Context: an optimization exercise on an open-source flow, tuned for small area, a short achievable clock period and few clock cycles per item. The choices shown serve that exercise and are no tape-out recipe.
In this exercise RTL edits were held to simulation tests only and were not proved equivalent to the original.
Power and IR drop assume default switching activity.

File: run.sh
#!/bin/bash
# synth_recipe.tcl (not shown) runs the flow's synth.tcl, then flattens the netlist and writes it again
# the make line also repeats each setting of config.mk as NAME=value (left out here)
make -C /OpenROAD-flow-scripts/flow DESIGN_CONFIG=/design/flow/config.mk WORK_HOME=/design/flow/orfs CLKGATE_MAP_FILE= SYNTH_SCRIPT=/design/flow/synth_recipe.tcl finish
File: constraint.sdc
create_clock -name core_clock -period 9.0 [get_ports {i_clk}]
set_input_delay 1.8000 -clock core_clock [delete_from_list [all_inputs] [get_ports {i_clk}]]
set_output_delay 1.8000 -clock core_clock [all_outputs]
set_load 0.01 [all_outputs]
File: config.mk
export PLATFORM = sky130hd
export DESIGN_NAME = simple_ALU
export DESIGN_NICKNAME = simple_ALU
export VERILOG_FILES = /design/flow/design.v
export SDC_FILE = /design/flow/constraint.sdc
export NUM_CORES = 4
export LEC_CHECK = 0
export CAP_MARGIN = 20
export CORE_MARGIN = 2
export CORE_UTILIZATION = 40
export SLEW_MARGIN = 20
File: design.v
`timescale 1ns / 1ns
module simple_ALU(input i_clk,
				  input i_rst,
				  input logic  [15:0] i_memData,
				  output logic  [15:0]  o_memData,
				  output logic [15:0] o_memAddr,
				  output logic o_memWrEnable);
  typedef enum bit [1:0] {FETCH, DECODE, EXECUTE, PCCOUNTER} state_t;
  state_t state, state_next;
  typedef enum bit [3:0] {ADD, ADDi, SUB, SUBi, SRA, SRAi, SRL, SRLi, SLL, SLLi, AND, ANDi, OR, ORi, XOR, XORi} state_opcode;
  state_opcode state_op, state_op_next;
  logic [5:0] r_programCounter, r_programCounter_next;
  logic [15:0] r_instruction, r_instruction_next;
  logic  [15:0] r_operand1, r_operand1_next;
  always@(posedge i_clk) begin
	r_programCounter	<=  r_programCounter_next;
	r_instruction 		<=  r_instruction_next;
	r_operand1 			<=  r_operand1_next;
    state 				<=  state_next;
    state_op 			<=  state_op_next;
  end
  always@(*) begin
    if(i_rst) begin
    	state_next 				= FETCH;
		state_op_next 			= ADD;
    	r_programCounter_next	= 0;
      	o_memAddr 				= 0;
  		r_instruction_next 		= 0;
		o_memData 				= 0;
		o_memWrEnable 			= 0;
		r_operand1_next 		= 0;
    end
  	else begin
		r_programCounter_next	= r_programCounter;
      	r_instruction_next 		= r_instruction;
		o_memWrEnable 			= 0;
		o_memData 				= 0;
		o_memAddr 				= 0;
		r_operand1_next 		= r_operand1;
      	state_next 				= state;
		state_op_next 			= state_op;
      case(state)
      	FETCH: begin
          r_instruction_next	= i_memData;
          o_memAddr 			= i_memData[11:6];
		  state_next 			= DECODE;
        end
        DECODE: begin
          case(r_instruction[15:12])
          	4'b0000: state_op_next = ADD	;
          	4'b1000: state_op_next = ADDi;
            4'b0001: state_op_next = SUB	;
            4'b1001: state_op_next = SUBi;
            4'b0010: state_op_next = SRA	;
            4'b1010: state_op_next = SRAi;
            4'b0011: state_op_next = SRL	;
            4'b1011: state_op_next = SRLi;
            4'b0100: state_op_next = SLL	;
            4'b1100: state_op_next = SLLi;
            4'b0101: state_op_next = AND	;
            4'b1101: state_op_next = ANDi;
            4'b0110: state_op_next = OR	;
            4'b1110: state_op_next = ORi	;
            4'b0111: state_op_next = XOR	;
            4'b1111: state_op_next = XORi;
            default: state_op_next = ADD;
          endcase
			r_operand1_next = i_memData;
			o_memAddr = r_instruction[5:0];
			state_next = EXECUTE;
        end
        EXECUTE: begin
			o_memAddr = r_instruction[11:6];
			o_memWrEnable = 1;
			case(state_op)
				ADD	: 	o_memData = r_operand1 + i_memData;
				ADDi:	o_memData = r_operand1 + r_instruction[5:0];
				SUB	:	o_memData = r_operand1 - i_memData;
				SUBi:	o_memData = r_operand1 - r_instruction[5:0];
				SRA	:	o_memData = $signed(r_operand1) >>> i_memData;
				SRAi:	o_memData = $signed(r_operand1) >>> r_instruction[5:0];
				SRL	:	o_memData = r_operand1 >> i_memData;
				SRLi:	o_memData = r_operand1 >> r_instruction[5:0];
				SLL	:	o_memData = r_operand1 << i_memData;
				SLLi:	o_memData = r_operand1 << r_instruction[5:0];
				AND	:	o_memData = r_operand1 & i_memData;
				ANDi:	o_memData = r_operand1 & r_instruction[5:0];
				OR	:	o_memData = r_operand1 | i_memData;
				ORi	:	o_memData = r_operand1 | r_instruction[5:0];
				XOR	:	o_memData = r_operand1 ^ i_memData;
				XORi:	o_memData = r_operand1 ^ r_instruction[5:0];
			endcase
			state_next = PCCOUNTER;
        end
        PCCOUNTER: begin
			r_programCounter_next	= r_programCounter + 1;
			o_memAddr 				= r_programCounter + 1;
			state_next 				= FETCH;
        end
		default : state_next = FETCH;
   	   endcase
    end
  end
endmodule
==> results of run 1 <==
area by class of cell:
| cell class | instances | area (sq um) | area share (%) |
|---|---|---|---|
| Clock inverter | 2 | 38.8 | 0.469 |
| Inverter | 48 | 180 | 2.18 |
| Clock buffer | 6 | 139 | 1.68 |
| Sequential cell | 44 | 882 | 10.7 |
| Timing Repair Buffer | 63 | 568 | 6.87 |
| Tap cell | 234 | 293 | 3.54 |
| Multi-Input combinational cell | 836 | 6160 | 74.6 |
cell usage in the layout, fill, tap and decap left out, drive strengths merged, types with 5 or more instances in the layout:
cell and n:
a21oi 50, mux2i 121, a221oi 20, o22ai 13, o221ai 6, o21ai 57
o211ai 7, and2 8, conb 9, buf 22, o21a 6, a31oi 17
mux4 13, dfxtp 44, clkbuf 7, nand3 31, ha 69, a211o 5
a22oi 8, mux2 12, nand4 10, a211oi 12, nor2 120, nand2b 6
xnor2 19, nor2b 7, and3 8, nand2 76, o2111ai 7, nor3 28
clkdlybuf4s50 40, or3 5, o31ai 7, xor2 9, inv 46
stage by stage:
step | total power, uW | instances | hold WS (ns)
6_report | 1280 | 1233 | 0.493
5_1_grt | 1360 | 1233 | 0.529
4_1_cts | 1270 | 1232 | 0.496
3_5_place_dp | 1040 | 1224 | 0.487
3_3_place_gp | 1040 | 1223 | 0.474
2_1_floorplan | 800 | 1022 | 0.460
synthesized netlist by cell type (all sizes together) (17+ instances only):
cell	count	area share, %
o21ai	57	3.7
nand2	76	3.7
a221oi	20	2.3
nor2	120	5.9
nand3	31	2.0
xnor2	19	2.2
ha	69	11
clkbuf	65	3.2
buf	29	2.7
mux2i	121	16
nor3	28	1.8
a31oi	17	1.4
dfxtp	44	12
a21oi	50	3.3
inv	46	2.3
worst max path at each step:
stage	cells past startpoint	start	to
5_1_grt	16	i_memData[0]	o_memData[13]
3_3_place_gp	16	i_memData[0]	o_memData[13]
4_1_cts	16	i_memData[0]	o_memData[13]
6_report	16	i_memData[0]	o_memData[13]
2_1_floorplan	15	i_memData[0]	o_memData[13]
3_5_place_dp	16	i_memData[0]	o_memData[13]
power groups by stage:
stage / sequential (uW) / clock (uW) / combinational (uW)
floorplan: 251 / 0 / 549
finish: 312 / 221 / 748
global route: 314 / 234 / 812
detailed placement: 310 / 0 / 728
global placement: 311 / 0 / 726
CTS: 306 / 228 / 734
flip-flops by register name, indices dropped and copies added, names as in the netlist:
| signal | flops |
|---|---|
| r_instruction | 16 |
| r_operand1 | 16 |
| r_programCounter | 6 |
| state_op | 4 |
| state | 2 |
per-layer routing:
layer	GRT usage (%)	vias up
li1	-	3713
met1	41.4	3943
met2	48.0	449
met3	4.04	108
met4	15.7	0
met5	0	-
logic make-up (layout without fill, tap and decap cells):
logic type / after synthesis / after routing / synth area share [%]
AOI/OAI and AO/OA: 262 / 262 / 23.6
other: 1 / 9 / 0.0492
muxes: 146 / 146 / 22.1
and+or+nand+nor: 321 / 321 / 19.6
buffers and inverters: 142 / 119 / 8.22
adders and majority gates: 70 / 70 / 11.6
xor gates and xnor gates: 28 / 28 / 3.22
DFF: 44 / 44 / 11.6
tightest hold or removal path, cell delays in order, from the launching register on:
cell and delay (ns):
dfxtp_1 0.33, mux2i_1 0.07, nor2_1 0.07
==> flow_metrics.py, run 1 <==
metrics = {
    "run_status": {
        "status": "timing/DRC/antenna clean",
    },
    "yosys": {
        "synth_area_sq_mm": 0.00762,
        "synthFlopType": "dfxtp_1",
        "yosys_warnings": 1,
        "synthArstFlopShare_pct": 0,
        "synth_cell_types": 77,
        "synth_edf_count": 0,
        "avgSynthCellArea_sq_um": 7.52,
        "yosysSeqAreaShare_pct": 11.6,
        "ys_seq_elements": 44,
        "netlist_instances": 1014,
    },
    "placed_design": {
        "dp_hpwl_um": 23300,
        "place_ws_ns": 1.10,
        "numPortBuffers": 41,
        "gp_congestion": 1.02,
        "placed_cell_area_sq_mm": 0.00808,
    },
    "min_path": {
        "hold_depth": 2,
        "holdPathEnd": "state_op[3]",
        "min-delay-path-class": "reg2reg",
        "min_from": "r_instruction[14]",
    },
    "power": {
        "power.switching_uw": 616,
        "internal_power_uw": 665,
        "pwr-share-seq_pct": 24.4,
        "sw_frac_of_total_pct": 48.1,
        "ir_drop_mv": 0.136,
        "power_leakage_uw": 0.00322,
        "pwr_density_cell_mw_per_mm2": 155,
        "p_comb_share_pct": 58.4,
        "clockPowerShare_pct": 17.3,
    },
    "clock_network": {
        "htree_levels": 2,
        "cts.repair.resized": 0,
        "cts-buffers-inserted": 5,
        "clock-sinks": 44,
        "root_buffer": "clkbuf_16",
        "cts_tree": "yes",
        "clk_pin_slew_ns": 0.07,
        "cts_setup_buffers": 0,
        "cts_buffer_depth": 2,
        "clk_latency_ns": 0.30,
        "cts_hold_buf": 0,
    },
    "timing": {
        "hold_violations": 0,
        "finalSetupViolCount": 0,
        "clock.fmax_ghz": 0.126,
        "rsz0062_at_grt": "false",
        "finalSetupTns_ns": 0,
        "fin_skew_ns": 0.00698,
        "fin_crit_sh_pct": 88.5,
        "finalWorstSetupSlack_ns": 1.04,
        "worst_slew_pin_slew_ns": 1.03,
        "layout_min_cycle_time_ns": 7.96,
        "finalMaxSlewViolations": 0,
        "slew_headroom_pct": 29.6,
    },
    "critical_path": {
        "r2r_start": "state[0]",
        "crit_buf_inv": 4,
        "timing.rr.end": "r_instruction[4]",
        "crit_path_max_incr_delay_ns": 0.73,
        "worstPathMaxFanout": 9,
        "cp_slowest_cell": "clkdlybuf4s50_1",
        "cp-end-kind": "output pin",
        "start_kind": "primary input",
        "cp.required_ns": 7.20,
        "cp_cell_sequence": "clkdlybuf4s50_1 > inv_1 > ha_1 > nor2_1 > a21oi_1 > o221a_2 > inv_1 > ha_1 > nand2b_1 > a21oi_1 > o21ai_0 > o311ai_0 > nand2_1 > xor2_1 > a221oi_1 > clkdlybuf4s50_1",
        "crit_type": "in2out",
        "r2r_cells": 4,
        "arrival_ns": 6.16,
        "crit_family": "compound AO/OA/AOI/OAI gates",
        "worst-r2r-setup-slack_ns": 7.21,
    },
    "floorplan": {
        "die_h_um": 142,
        "io_pins": 51,
        "fp.coreArea_sq_mm": 0.0187,
        "row_count": 50,
        "start_util_pct": 40.7,
        "die_w_um": 142,
        "dieArea_sq_mm": 0.0202,
    },
    "grt": {
        "grt_pass1_wl_um": 47200,
        "antenna_found_initial": 0,
        "grt_max_degree": 53,
        "gr-total-overflow": 0,
        "grt_pass1_vias": 7746,
        "grt.total_usage_pct": 30.7,
    },
    "routing": {
        "wire_per_inst_um": 25.2,
        "vias": 8213,
        "routed_wl_um": 31100,
        "top_layer": "met4",
        "drt-vias-per-instance": 6.66,
        "antenna_left": 0,
        "drt-initial-drc-count": 971,
        "drtPass1Iterations": 5,
        "wl_met3_um": 2600,
        "wl_met2_um": 13500,
        "drt-met1-wl_um": 13100,
        "drcViolationCount": 0,
    },
    "flow_run": {
        "maxCapViolations": 0,
    },
    "layout": {
        "diodes": 0,
        "fin_nets": 1086,
        "fillers": 1962,
        "syn2layout_area_growth_pct": 8.42,
        "final_area_sq_mm": 0.00826,
        "final_core_util_pct": 44.2,
        "drive_gt1_share_pct": 7.41,
    },
}
Testbench counts, summed over its fixed seeds: cycles 639,992, instrs 160,000.
==> run 2: changes to the inputs <==
==> design.v (replaced) <==
`timescale 1ns / 1ns
module simple_ALU(input i_clk,
                  input i_rst,
                  input logic  [15:0] i_memData,
                  output logic [15:0] o_memData,
                  output logic [15:0] o_memAddr,
                  output logic o_memWrEnable);
  localparam logic [1:0] S_FETCH = 2'd0,   
                         S_WRITE = 2'd1,   
                         S_RD1   = 2'd2,   
                         S_RD2   = 2'd3;   
  logic [1:0]  state;
  logic [5:0]  addr;       
  logic [15:0] wdata;      
  logic        we;         
  logic        first;      
  logic [5:0]  pc;         
  logic        fwdI;       
  logic [15:0] ins;        
  logic [15:0] breg;       
  logic        aMem;       
  logic        bMem;       
  logic        twoRd;      
  assign o_memAddr     = {10'd0, addr};
  assign o_memData     = wdata;
  assign o_memWrEnable = we;
  wire [15:0] opA = aMem ? i_memData : wdata;
  wire [15:0] opB = bMem ? i_memData : breg;
  wire [2:0]  fn  = ins[14:12];
  wire        sub   = (fn == 3'd1);
  wire [15:0] sum   = opA + (opB ^ {16{sub}}) + {15'd0, sub};
  wire        big   = |opB[15:4];
  wire        left  = (fn == 3'd4);
  wire        fill  = (fn == 3'd2) & opA[15];
  wire [15:0] shin;
  wire [15:0] shout;
  wire [15:0] shres;
  genvar gi;
  generate
    for (gi = 0; gi < 16; gi++) begin : g_rev
      assign shin[gi]  = left ? opA[15-gi] : opA[gi];
      assign shres[gi] = left ? shout[15-gi] : shout[gi];
    end
  endgenerate
  wire [31:0] shx = {{16{fill}}, shin} >> opB[3:0];
  assign shout = shx[15:0];
  logic [15:0] alu;
  always_comb begin
    case (fn)
      3'd0, 3'd1: alu = sum;
      3'd2, 3'd3, 3'd4: alu = big ? {16{fill}} : shres;
      3'd5: alu = opA & opB;
      3'd6: alu = opA | opB;
      default: alu = opA ^ opB;
    endcase
  end
  wire [15:0] insIn = fwdI ? wdata : i_memData;
  wire [5:0]  dRd   = insIn[11:6];
  wire [5:0]  dRs   = insIn[5:0];
  wire        dImm  = insIn[15];
  wire        aKnown = we & (dRd == addr);
  wire        bKnown = dImm | (we & (dRs == addr));
  wire        needA  = ~aKnown;
  wire        needB  = ~bKnown;
  wire        same   = needA & needB & (dRd == dRs);
  wire        dTwo   = needA & needB & ~same;
  wire [5:0]  pcNext = pc + 6'd1;
  always_ff @(posedge i_clk) begin
    if (i_rst) begin
      state <= S_FETCH;
      addr  <= 6'd0;
      we    <= 1'b0;
      first <= 1'b1;
      pc    <= 6'd0;
      fwdI  <= 1'b0;
    end else begin
      case (state)
        S_FETCH: begin
          wdata <= alu;
          we    <= ~first;
          first <= 1'b0;
          addr  <= ins[11:6];
          pc    <= addr;
          fwdI  <= ~first & (ins[11:6] == addr);
          state <= S_WRITE;
        end
        S_WRITE: begin
          we    <= 1'b0;
          ins   <= insIn;
          breg  <= dImm ? {10'd0, dRs} : wdata;
          twoRd <= dTwo;
          aMem  <= needA;
          bMem  <= needB & ~dTwo;
          if (dTwo) begin
            addr  <= dRs;
            state <= S_RD1;
          end else if (needA) begin
            addr  <= dRd;
            state <= S_RD2;
          end else if (needB) begin
            addr  <= dRs;
            state <= S_RD2;
          end else begin
            addr  <= pcNext;
            state <= S_FETCH;
          end
        end
        S_RD1: begin
          addr  <= ins[11:6];
          state <= S_RD2;
        end
        default: begin   
          if (twoRd) breg <= i_memData;
          addr  <= pcNext;
          state <= S_FETCH;
        end
      endcase
    end
  end
endmodule
==> run 2 against run 1 <==
Clock-buffer cell count increased by 7; critical endpoint is now wdata[14]; core utilization increased by 2.6 points; sequential power increased by 12%; sequential share of layout area increased by 13 points; still clean on timing, DRC and antenna; largest cell class unchanged; critical path depth decreased by 3; maximum frequency increased by 44%; synthesized area decreased by 17%.
==> flow_metrics.py, run 2 <==
metrics = {
    "routing": {
        "drcViolationCount": 0,
        "drt-vias-per-instance": 5.95,
        "antenna_left": 0,
        "wire_per_inst_um": 21.5,
        "drt-initial-drc-count": 459,
        "vias": 5573,
        "routed_wl_um": 20200,
        "drtPass1Iterations": 5,
    },
    "min_path": {
        "holdPathEnd": "first",
        "hold_depth": 1,
        "min_from": "first",
        "min-delay-path-class": "reg2reg",
    },
    "placed_design": {
        "gp_congestion": 1.00,
        "numPortBuffers": 40,
        "dp_hpwl_um": 15100,
    },
    "yosys": {
        "avgSynthCellArea_sq_um": 9.03,
        "synth_area_sq_mm": 0.00633,
        "synth_top_area_share_pct": 20.9,
        "synth_cell_types": 70,
        "netlist_instances": 701,
        "yosysSeqAreaShare_pct": 26.2,
        "synthTopCellsByCount": "mux2i_1, nor2_1, ha_1",
        "ys_seq_elements": 61,
        "synthFlopType": "edfxtp_1",
        "yosysTopAreaCell": "edfxtp_1",
        "synth_most_common_cell": "mux2i_1",
        "synthArstFlopShare_pct": 0,
        "synth_edf_count": 44,
        "yosys_warnings": 1,
        "synthTopCellsByArea": "edfxtp_1, mux2i_1, ha_1",
    },
    "layout": {
        "fillers": 1487,
        "fin_nets": 789,
        "diodes": 0,
        "final_cell_mix": "mux2i_1, nor2_1, ha_1, a21oi_1, nand2_1",
        "syn2layout_area_growth_pct": 13.0,
        "drive_gt1_share_pct": 9.64,
        "reg_top3": "breg x16, wdata x16, ins x9",
        "final_core_util_pct": 46.7,
        "final_common_cell": "mux2i_1",
    },
    "critical_path": {
        "r2r_cells": 13,
        "worstPathMaxFanout": 13,
        "start_kind": "primary input",
        "r2r_start": "bMem",
        "crit_type": "in2reg",
        "cp-end-kind": "flip-flop",
        "worst-r2r-setup-slack_ns": 4.68,
        "cp.required_ns": 9.09,
        "timing.rr.end": "wdata[14]",
        "arrival_ns": 5.60,
    },
    "power": {
        "sw_frac_of_total_pct": 32.9,
        "power.switching_uw": 347,
        "p_comb_share_pct": 31.5,
        "ir_drop_mv": 0.132,
        "finalPower_uw": 1050,
        "clockPowerShare_pct": 35.2,
        "pwr-share-seq_pct": 33.2,
        "pwr_density_cell_mw_per_mm2": 147,
        "internal_power_uw": 707,
        "power_leakage_uw": 0.00288,
    },
    "grt": {
        "gr-total-overflow": 0,
        "grt_pass1_wl_um": 30900,
        "grt.total_usage_pct": 23.9,
        "grt_max_degree": 29,
        "antenna_found_initial": 0,
        "grt_pass1_vias": 5320,
    },
    "clock_network": {
        "cts_buffer_depth": 2,
        "htree_levels": 3,
        "root_buffer": "clkbuf_16",
        "cts_tree": "yes",
        "cts_hold_buf": 0,
        "cts-buffers-inserted": 9,
        "cts.repair.resized": 0,
        "clk_pin_slew_ns": 0.06,
        "cts_setup_buffers": 0,
        "clk_latency_ns": 0.33,
        "clock-sinks": 61,
    },
    "floorplan": {
        "dieArea_sq_mm": 0.0169,
        "die_w_um": 130,
        "fp.coreArea_sq_mm": 0.0153,
        "start_util_pct": 41.3,
        "row_count": 45,
        "die_h_um": 130,
        "io_pins": 51,
    },
    "timing": {
        "finalMaxSlewViolations": 0,
        "fin_crit_sh_pct": 61.3,
        "clock.fmax_ghz": 0.181,
        "slew_headroom_pct": 26.9,
        "rsz0062_at_grt": "false",
        "layout_min_cycle_time_ns": 5.51,
        "finalSetupViolCount": 0,
        "finalSetupTns_ns": 0,
        "fin_skew_ns": 0.00887,
        "hold_violations": 0,
        "worst_slew_pin_slew_ns": 1.09,
    },
    "run_status": {
        "status": "timing/DRC/antenna clean",
    },
    "flow_run": {
        "maxCapViolations": 0,
    },
}
run 2: cell count changes in the layout (fill, tap and decap cells not counted), moves of 20 or more:
cell / previous run / this run
xor2_1: 9 / 31
nor2_1: 119 / 52
nand3_1: 31 / 6
nand2_1: 76 / 45
edfxtp_1: 0 / 44
ha_1: 69 / 49
o21ai_0: 55 / 34
dfxtp_1: 43 / 17
mux2i_1: 114 / 68
run 2: area by class of cell:
cell class | instances | area (sq um) | area share [%]
inverters | 41 | 154 | 2.15
repair buffers | 48 | 460 | 6.43
multi-input cells | 560 | 4300 | 60.1
flip-flops and latches | 61 | 1660 | 23.2
well taps | 211 | 264 | 3.69
clock buffers | 13 | 272 | 3.79
clock inverters | 3 | 42.5 | 0.594
run 2: how the worst max path moves through the flow:
| stage | startpoint | end | depth (start not counted) |
|---|---|---|---|
| after CTS | i_memData[0] | wdata[14] | 13 |
| after detailed placement | i_memData[0] | wdata[14] | 13 |
| after global placement | i_memData[0] | wdata[14] | 13 |
| after floorplan | i_memData[1] | wdata[14] | 12 |
| after global routing | i_memData[0] | wdata[14] | 13 |
| final | i_memData[0] | wdata[14] | 13 |
run 2: logic make-up after synthesis:
kind of cell	count (synthesis)	synth area share, %
compound gates	185	19.4
xor+xnor	60	8.30
fa+ha+maj	50	10.0
buf+inv	89	6.58
flops	61	26.2
mux	107	18.8
other cells	1	0.0592
simple gates	148	10.6
run 2: critical path, cell delays in order:
cell and delay, ns:
clkdlybuf4s50_1 0.50, mux2i_4 0.51, inv_2 0.28, mux2i_1 0.25
fa_1 0.52, a211oi_1 0.31, o21ai_0 0.20, a41o_1 0.28
a21oi_1 0.27, o21ai_0 0.19, a31oi_1 0.23, xnor2_1 0.08
a22o_1 0.18
run 2: metal layers:
metal  track usage [%]  part of all wire (%)  up-vias
met4              5.38                   1.7        0
met2              40.1                    48      212
met3              3.16                   5.8       21
li1                  -                     -     2584
met5                 0                     0        -
met1              32.9                    45     2756
run 2: stage by stage:
step / cell area, sq um / hold WS (ns) / instances / setup slack (ns)
5_1_grt: 7160 / 0.478 / 937 / 3.23
3_5_place_dp: 6840 / 0.449 / 921 / 3.17
4_1_cts: 7160 / 0.463 / 937 / 3.51
2_1_floorplan: 6370 / 0.427 / 710 / 4.30
3_3_place_gp: 6840 / 0.439 / 921 / 3.24
6_report: 7160 / 0.459 / 937 / 3.49
run 2: power groups by stage:
stage / sequential (uW) / clock (uW) / combinational, uW
detailed placement: 355 / 0 / 326
floorplan: 349 / 0 / 236
global placement: 355 / 0 / 324
global route: 353 / 383 / 363
finish: 350 / 371 / 332
CTS: 350 / 376 / 329
Testbench counts of run 2, summed over its fixed seeds: cycles 484,378, instrs 160,000.

## what the ideal ports hide
The flow's constraints put no driver on any port. The routed layouts listed below were extracted and timed again, unchanged, in two steps. Step 1 assumes that a clkbuf_16 drives the clock port and a buf_2 every other input. Step 2 moves the port delays by t, midway between the first and last clock arrival at a register: inputs arrive t later, outputs are due t later. That takes back most of the time a late clock gives input paths. Slacks: ideal ports / drivers / drivers and shift; pairs: ideal ports / drivers.
run	t (ns)	setup slack, ns	worst setup path after step 2	clock arrival spread, ns	pins driven straight from the clock port
run 1	0.333	1.036 / 1.007 / 1.007	input to output	0.007 / 0.007	1
run 2	0.368	3.486 / 3.502 / 3.134	input to register	0.009 / 0.009	1
After both steps setup and hold are still met in every run listed. The setup slack of run 2, which loses most, moves by +0.016 ns with the drivers and by -0.352 ns with both steps.
